What follows belongs to an exercise in optimizing a design on an open flow for small area; a production flow would make more cautious choices.
In this exercise RTL edits were held to simulation tests only and were not proved equivalent to the original.

Design top_iq_demod, start of the top module:
module top_iq_demod(
	input logic clk,
	input logic resetn,
	input bit ADC_rdy_i,
	input logic signed [4:0] I_IF,
	input logic signed [4:0] Q_IF,
	output bit demod_iq_valid,
	output logic signed [4:0] I_BB,
	output logic signed [4:0] Q_BB
);
For scale: roughly 1200 cells after synthesis, roughly 260 flip-flops, roughly 24 I/O pins, ~0.013 mm^2 of cells after synthesis.
clock: 13.0 ns
lec_check: 0
abc_area: 1
cap_margin: 20
core_margin: 2
core_utilization: 60
cts_buf_list: sky130_fd_sc_hd__clkbuf_8
cts_cluster_diameter: 50
cts_cluster_size: 20
slew_margin: 20
standard.sh (not shown) runs the stock make flow with config.mk's settings and CLKGATE_MAP_FILE= SYNTH_SCRIPT=/design/flow/synth_recipe.tcl, a recipe that flattens the netlist after the stock synthesis.
==> flow/flow/run.sh <==
#!/bin/bash
# Layout flow: the standard ORFS flow (standard.sh) with these changes in how the
# layout is made:
#  - synthesis: Yosys's coarse "synth -run fine:" step runs without its quick ABC pass
#    (-noabc), so that the full adders the RTL spells out are extracted as written, and
#    the final ABC mapping of the combinational logic uses an area-oriented script
#    (abc_area.script in this folder) instead of ORFS's default one. Registers are
#    mapped by the unchanged standard synthesis steps (ABC never touches them);
#  - the port buffers are the smallest buffer, sky130_fd_sc_hd__buf_1;
#  - clock tree synthesis inserts no dummy loads.
# Every tool's full output goes to the ORFS logs (orfs/logs/...) and to flow.log here.
set -euo pipefail
here=$(pwd)
rm -rf "$here/scripts"
cp -r "$FLOW_HOME/scripts" "$here/scripts"
cp "$here/flow/abc_area.script" "$here/scripts/abc_area.script"
sed -i 's/^  synth -top $::env(DESIGN_NAME) -run fine: {\*}$synth_full_args$/  synth -top $::env(DESIGN_NAME) -run fine: -noabc {*}$synth_full_args/' "$here/scripts/synth.tcl"
grep -q -- '-run fine: -noabc' "$here/scripts/synth.tcl"
bash standard.sh "SCRIPTS_DIR=$here/scripts" \
	"BUFFER_PORTS_ARGS=-buffer_cell sky130_fd_sc_hd__buf_1" \
	"CTS_ARGS=-sink_clustering_enable -repair_clock_nets -buf_list sky130_fd_sc_hd__clkbuf_8 -sink_clustering_size 20 -sink_clustering_max_diameter 60 -dont_use_dummy_load" \
	finish > "$here/flow.log" 2>&1
==> flow/flow/abc_area.script <==
strash
dc2
&get -n
&deepsyn -T 60 -S 7
&put
dch
amap -F 3 -A 8
topo
Then changed:
--- a/flow/flow/run.sh
+++ b/flow/flow/run.sh
@@ -21 +21 @@
-	"CTS_ARGS=-sink_clustering_enable -repair_clock_nets -buf_list sky130_fd_sc_hd__clkbuf_8 -sink_clustering_size 20 -sink_clustering_max_diameter 60 -dont_use_dummy_load" \
+	"CTS_ARGS=-sink_clustering_enable -repair_clock_nets -buf_list sky130_fd_sc_hd__clkbuf_8 -sink_clustering_size 20 -sink_clustering_max_diameter 50 -dont_use_dummy_load" \
Hold slack gains 0.047 ns.
Non-clock buffer count stays the same.
Via count hardly moves.
Design area is about the same.
Count of clock-buffer cells in the layout climbs by 2.
Sequential share of layout area barely changes.
Global-route usage stays flat.

---

top_iq_demod, a different RTL version from the one above (not shown whole).
Size: ~260 flip-flops.
export LEC_CHECK = 0
export ABC_AREA = 1
export CAP_MARGIN = 20
export CORE_MARGIN = 2
export CORE_UTILIZATION = 60
export CTS_BUF_LIST = sky130_fd_sc_hd__clkbuf_8
export CTS_CLUSTER_DIAMETER = 50
export CTS_CLUSTER_SIZE = 20
export SLEW_MARGIN = 20
create_clock -name core_clock -period 13.0 [get_ports {clk}]
==> flow/flow/run.sh <==
#!/bin/bash
# Layout flow: the standard ORFS flow (standard.sh) with these changes in how the
# layout is made:
#  - synthesis: Yosys's coarse "synth -run fine:" step runs without its quick ABC pass
#    (-noabc), so that the full adders the RTL spells out are extracted as written, and
#    the final ABC mapping of the combinational logic uses an area-oriented script
#    (abc_area.script in this folder) instead of ORFS's default one. Registers are
#    mapped by the unchanged standard synthesis steps (ABC never touches them);
#  - the port buffers are the smallest buffer, sky130_fd_sc_hd__buf_1;
#  - clock tree synthesis inserts no dummy loads.
# Every tool's full output goes to the ORFS logs (orfs/logs/...) and to flow.log here.
set -euo pipefail
here=$(pwd)
rm -rf "$here/scripts"
cp -r "$FLOW_HOME/scripts" "$here/scripts"
cp "$here/flow/abc_area.script" "$here/scripts/abc_area.script"
sed -i 's/^  synth -top $::env(DESIGN_NAME) -run fine: {\*}$synth_full_args$/  synth -top $::env(DESIGN_NAME) -run fine: -noabc {*}$synth_full_args/' "$here/scripts/synth.tcl"
grep -q -- '-run fine: -noabc' "$here/scripts/synth.tcl"
bash standard.sh "SCRIPTS_DIR=$here/scripts" \
	"BUFFER_PORTS_ARGS=-buffer_cell sky130_fd_sc_hd__buf_1" \
	"CTS_ARGS=-sink_clustering_enable -repair_clock_nets -buf_list sky130_fd_sc_hd__clkbuf_8 -sink_clustering_size 20 -sink_clustering_max_diameter 70 -dont_use_dummy_load" \
	finish > "$here/flow.log" 2>&1
Scripts as last shown in full above: flow/flow/abc_area.script
Rerun with:
==> flow/flow/run.sh (replaced) <==
#!/bin/bash
# Layout flow: the standard ORFS flow (standard.sh) with these changes in how the
# layout is made:
#  - synthesis maps the combinational logic with an area-oriented ABC script
#    (abc_area.script in this folder) instead of ORFS's default one; registers are
#    mapped by the unchanged standard synthesis (ABC never touches them);
#  - the port buffers are the smallest buffer, sky130_fd_sc_hd__buf_1;
#  - clock tree synthesis inserts no dummy loads.
# Every tool's full output goes to the ORFS logs (orfs/logs/...) and to flow.log here.
set -euo pipefail
here=$(pwd)
rm -rf "$here/scripts"
cp -r "$FLOW_HOME/scripts" "$here/scripts"
cp "$here/flow/abc_area.script" "$here/scripts/abc_area.script"
bash standard.sh "SCRIPTS_DIR=$here/scripts" \
	"BUFFER_PORTS_ARGS=-buffer_cell sky130_fd_sc_hd__buf_1" \
	"CTS_ARGS=-sink_clustering_enable -repair_clock_nets -buf_list {sky130_fd_sc_hd__clkbuf_4 sky130_fd_sc_hd__clkbuf_8} -sink_clustering_size 12 -sink_clustering_max_diameter 40 -dont_use_dummy_load" \
	finish > "$here/flow.log" 2>&1
Via count grows by 5.0%. Sequential cell count stays the same. Hold slack gains 30 ps. Routed wire length rose by 2.1%. Worst setup slack improves by 2300 ps.
Rerun with:
--- a/flow/flow/run.sh
+++ b/flow/flow/run.sh
@@ -16,3 +16,3 @@
 	"BUFFER_PORTS_ARGS=-buffer_cell sky130_fd_sc_hd__buf_1" \
-	"CTS_ARGS=-sink_clustering_enable -repair_clock_nets -buf_list {sky130_fd_sc_hd__clkbuf_4 sky130_fd_sc_hd__clkbuf_8} -sink_clustering_size 12 -sink_clustering_max_diameter 40 -dont_use_dummy_load" \
+	"CTS_ARGS=-sink_clustering_enable -repair_clock_nets -buf_list sky130_fd_sc_hd__clkbuf_8 -sink_clustering_size 20 -sink_clustering_max_diameter 50 -dont_use_dummy_load" \
 	finish > "$here/flow.log" 2>&1
The changed run completed without violations.
Critical path depth is unchanged.
Hold slack stays flat.
Setup slack gets worse by 5.1 ps.
Sequential share of layout area grows by 0.38 points.
Final area shrinks by about 1%.
Clock skew grows by 22 ps.

---

== build 69 ==
Another version of the RTL of top_iq_demod (not shown whole).
For scale: roughly 1200 cells after synthesis, ~260 flip-flops, roughly 24 I/O pins, about 0.012 mm² of cells after synthesis.
clock: 13.0 ns
lec_check: 0
abc_area: 1
cap_margin: 20
core_margin: 2
core_utilization: 50
cts_buf_list: sky130_fd_sc_hd__clkbuf_8
cts_cluster_diameter: 50
cts_cluster_size: 20
slew_margin: 20
==> flow/flow/run.sh <==
#!/bin/bash
# Layout flow: the standard ORFS flow (standard.sh) with these changes in how the
# layout is made:
#  - synthesis: Yosys's coarse "synth -run fine:" step runs without its quick ABC pass
#    (-noabc), so that the full adders the RTL spells out are extracted as written, and
#    the final ABC mapping of the combinational logic uses an area-oriented script
#    (abc_area.script in this folder) instead of ORFS's default one. Registers are
#    mapped by the unchanged standard synthesis steps (ABC never touches them);
#  - the port buffers are the smallest buffer, sky130_fd_sc_hd__buf_1;
#  - clock tree synthesis inserts no dummy loads.
# Every tool's full output goes to the ORFS logs (orfs/logs/...) and to flow.log here.
set -euo pipefail
here=$(pwd)
rm -rf "$here/scripts"
cp -r "$FLOW_HOME/scripts" "$here/scripts"
cp "$here/flow/abc_area.script" "$here/scripts/abc_area.script"
sed -i 's/^  synth -top $::env(DESIGN_NAME) -run fine: {\*}$synth_full_args$/  synth -top $::env(DESIGN_NAME) -run fine: -noabc {*}$synth_full_args/' "$here/scripts/synth.tcl"
grep -q -- '-run fine: -noabc' "$here/scripts/synth.tcl"
bash standard.sh "SCRIPTS_DIR=$here/scripts" \
	"BUFFER_PORTS_ARGS=-buffer_cell sky130_fd_sc_hd__buf_1" \
	"CTS_ARGS=-sink_clustering_enable -repair_clock_nets -buf_list sky130_fd_sc_hd__clkbuf_8 -sink_clustering_size 20 -sink_clustering_max_diameter 50 -dont_use_dummy_load" \
	finish > "$here/flow.log" 2>&1
Scripts as last shown in full above: flow/flow/abc_area.script
Modified inputs, build 9 compared to build 69
Settings: CORE_UTILIZATION now 80, was 50.
==> run notes <==
Against build 69, build 9 reports a pin count of the biggest net entering global routing that is higher. Build 9 vs build 69 — slew at the pin with the worst max-slew slack rose 140 ps. In the tables for build 69 and build 9, met1 usage reads lower with build 69.
For build 86, these inputs were changed with respect to build 9:
Settings: a change of CORE_UTILIZATION from 80 to 60.
-- flow/flow/run.sh --
<<< build 9, line 19
bash standard.sh "SCRIPTS_DIR=$here/scripts" \
	"BUFFER_PORTS_ARGS=-buffer_cell sky130_fd_sc_hd__buf_1" \
	"CTS_ARGS=-sink_clustering_enable -repair_clock_nets -buf_list sky130_fd_sc_hd__clkbuf_8 -sink_clustering_size 20 -sink_clustering_max_diameter 50 -dont_use_dummy_load" \
	finish > "$here/flow.log" 2>&1
>>> build 86, line 19
bash standard.sh "SCRIPTS_DIR=$here/scripts" \
	"BUFFER_PORTS_ARGS=-buffer_cell sky130_fd_sc_hd__buf_1" \
	"CTS_ARGS=-sink_clustering_enable -repair_clock_nets -buf_list sky130_fd_sc_hd__clkbuf_16 -sink_clustering_size 28 -sink_clustering_max_diameter 60 -dont_use_dummy_load" \
	finish > "$here/flow.log" 2>&1
Results
In the flow results for build 86 and build 9, the wire length of the first global-routing pass is smaller on build 86. Against build 9, build 86 comes in 24 ps lower on setup clock skew after layout. From build 9 to build 86 the numbers moved as follows: final critical delay including setup and external delays went down 100 ps, via count decreased by 634 relative to the old numbers, die outline area higher.
Here is what was changed in the inputs of build 26 compared with build 86.
Settings: CORE_UTILIZATION: 60 -> 70.
-- flow/flow/run.sh --
<<< build 86, line 19
bash standard.sh "SCRIPTS_DIR=$here/scripts" \
	"BUFFER_PORTS_ARGS=-buffer_cell sky130_fd_sc_hd__buf_1" \
	"CTS_ARGS=-sink_clustering_enable -repair_clock_nets -buf_list sky130_fd_sc_hd__clkbuf_16 -sink_clustering_size 28 -sink_clustering_max_diameter 60 -dont_use_dummy_load" \
	finish > "$here/flow.log" 2>&1
>>> build 26, line 19
bash standard.sh "SCRIPTS_DIR=$here/scripts" \
	"BUFFER_PORTS_ARGS=-buffer_cell sky130_fd_sc_hd__buf_1" \
	"CTS_ARGS=-sink_clustering_enable -repair_clock_nets -buf_list sky130_fd_sc_hd__clkbuf_8 -sink_clustering_size 20 -sink_clustering_max_diameter 50 -dont_use_dummy_load" \
	finish > "$here/flow.log" 2>&1
[summary]
Number of filler cells placed in the layout sits lower in build 26 than in build 86. Compared with build 86, build 26 improves worst hold slack. Build 26: overall fraction of global-route tracks in use is 5.3 points higher than what build 86 reported. Build 86 -> build 26: layout cell share with drive strength beyond 1 flat. Length of routed met3 wiring (higher): build 26. Compared with build 86, build 26 ends up with less cell area. Compared with build 86, build 26 shows a worst endpoint data arrival time that is 150 ps higher.
The inputs of build 51 differ from those of build 26 as listed below.
Settings: a change of CORE_UTILIZATION from 70 to 60.
-- flow/flow/run.sh --
<<< build 26, line 19
bash standard.sh "SCRIPTS_DIR=$here/scripts" \
	"BUFFER_PORTS_ARGS=-buffer_cell sky130_fd_sc_hd__buf_1" \
	"CTS_ARGS=-sink_clustering_enable -repair_clock_nets -buf_list sky130_fd_sc_hd__clkbuf_8 -sink_clustering_size 20 -sink_clustering_max_diameter 50 -dont_use_dummy_load" \
	finish > "$here/flow.log" 2>&1
>>> build 51, line 19
bash standard.sh "SCRIPTS_DIR=$here/scripts" \
	"BUFFER_PORTS_ARGS=-buffer_cell sky130_fd_sc_hd__buf_1" \
	"CTS_ARGS=-sink_clustering_enable -repair_clock_nets -buf_list {sky130_fd_sc_hd__clkbuf_8 sky130_fd_sc_hd__clkbuf_16} -sink_clustering_size 24 -sink_clustering_max_diameter 60 -dont_use_dummy_load" \
	finish > "$here/flow.log" 2>&1
--- outcome ---
- Build 51: all stages complete, timing, DRC and antenna checks passed
- Per the comparison of build 51 with build 26, maximum frequency increased 0.67%, wire length of the first global-routing pass grew by 0.37%.
- Compared with build 26, build 51 has extra setup slack.
- Build 51 vs build 26: final instance area up in build 51

---

v6:
top_iq_demod, a different RTL version from the one above (not shown whole).
Size: ~260 flip-flops, ~24 I/O pins, ~15,000 um^2 of cells after synthesis.
==> flow/config.mk <==
export PLATFORM = sky130hd
export DESIGN_NAME = top_iq_demod
export DESIGN_NICKNAME = top_iq_demod
export VERILOG_FILES = /design/flow/design.v
export SDC_FILE = /design/flow/constraint.sdc
export NUM_CORES = 4
export LEC_CHECK = 0
export ABC_AREA = 1
export CAP_MARGIN = 20
export CORE_MARGIN = 2
export CORE_UTILIZATION = 60
export CTS_BUF_LIST = sky130_fd_sc_hd__clkbuf_8
export CTS_CLUSTER_DIAMETER = 50
export CTS_CLUSTER_SIZE = 20
export SLEW_MARGIN = 20
==> flow/constraint.sdc <==
create_clock -name core_clock -period 13.0 [get_ports {clk}]
set_input_delay 2.6000 -clock core_clock [delete_from_list [all_inputs] [get_ports {clk}]]
set_output_delay 2.6000 -clock core_clock [all_outputs]
set_load 0.01 [all_outputs]
run.sh (not shown) runs the stock make flow with config.mk's settings and CLKGATE_MAP_FILE= SYNTH_SCRIPT=/design/flow/synth_recipe.tcl, a recipe that flattens the netlist after the stock synthesis.
Stock flow here: none of the scripts above is used.
Input-level comparison between v7 and v6:
==> flow/flow/run.sh (new file) <==
#!/bin/bash
# Layout flow: the standard ORFS flow (standard.sh) with two changes in how the
# layout is made:
#  - synthesis maps the combinational logic with an area-oriented ABC script
#    (abc_area.script in this folder) instead of ORFS's default one; registers are
#    mapped by the unchanged standard synthesis (ABC never touches them);
#  - the port buffers are the smallest buffer, sky130_fd_sc_hd__buf_1.
# Every tool's full output goes to the ORFS logs (orfs/logs/...) and to flow.log here.
set -euo pipefail
here=$(pwd)
rm -rf "$here/scripts"
cp -r "$FLOW_HOME/scripts" "$here/scripts"
cp "$here/flow/abc_area.script" "$here/scripts/abc_area.script"
bash standard.sh "SCRIPTS_DIR=$here/scripts" "BUFFER_PORTS_ARGS=-buffer_cell sky130_fd_sc_hd__buf_1" finish > "$here/flow.log" 2>&1
==> flow/flow/abc_area.script (new file) <==
strash
dc2
dch
amap -F 3 -A 8
topo
==> flow/standard.sh (new file) <==
#!/bin/bash
# synth_recipe.tcl (not shown) runs the flow's synth.tcl, then flattens the netlist and writes it again
# the make line also repeats each setting of config.mk as NAME=value (left out here)
make -C /OpenROAD-flow-scripts/flow DESIGN_CONFIG=/design/flow/config.mk WORK_HOME=/design/flow/orfs CLKGATE_MAP_FILE= SYNTH_SCRIPT=/design/flow/synth_recipe.tcl "${@:-finish}"
removed: flow/run.sh
Results
Die extent in y, v7 vs v6: down by a few percent
Summary: with v6 as the reference, gate count of the mapped netlist in v7 moved down by more than 10%.
Going from v6 to v7, synthesized-area fraction occupied by xor and xnor cells has decreased, placer congestion estimate fell 4.4%.
First-pass GRT wire length went down by a little under 10% going from v6 to v7.

[separate check: timing with driven ports]
Ports are ideal in the flow. The routed layouts listed here were re-timed in OpenROAD.
Step 1 assumes that a clkbuf_16 drives the clock port and a buf_2 every other input.
Step 2, shift: input delay + t, output delay - t, t = (earliest + latest rising clock arrival at the registers) / 2. This alone moves slack from input paths to output paths.
Three values: ideal ports, drivers, drivers and shift; two values: the first two.
run	t (ns)	slack for setup (ns)	hold slack, ns	slew at the worst register clock pin (ns)
the first run of note 1	0.587	1.511 / 1.511 / 1.511	0.358 / 0.358 / 0.358	0.12 / 0.12
the second run of note 1	0.590	1.366 / 1.366 / 1.366	0.405 / 0.405 / 0.405	0.11 / 0.11
the first run of note 2	0.559	1.593 / 1.593 / 1.593	0.381 / 0.381 / 0.381	0.12 / 0.12
the second run of note 2	0.550	3.907 / 3.907 / 3.907	0.411 / 0.411 / 0.411	0.08 / 0.08
the third run of note 2	0.601	3.902 / 3.902 / 3.902	0.414 / 0.414 / 0.414	0.11 / 0.11
build 69	0.607	2.037 / 2.037 / 2.037	0.380 / 0.380 / 0.380	0.11 / 0.11
build 9	0.573	1.901 / 1.901 / 1.901	0.397 / 0.397 / 0.397	0.12 / 0.12
build 86	0.548	2.002 / 2.002 / 2.002	0.399 / 0.399 / 0.399	0.10 / 0.10
build 26	0.588	1.939 / 1.939 / 1.939	0.414 / 0.414 / 0.414	0.11 / 0.11
build 51	0.547	2.013 / 2.013 / 2.013	0.411 / 0.411 / 0.411	0.09 / 0.09
v6	0.641	3.531 / 3.531 / 3.531	0.426 / 0.426 / 0.426	0.11 / 0.11
v7	0.646	3.511 / 3.511 / 3.511	0.420 / 0.420 / 0.420	0.10 / 0.10
After both steps setup and hold are still met in every run listed.
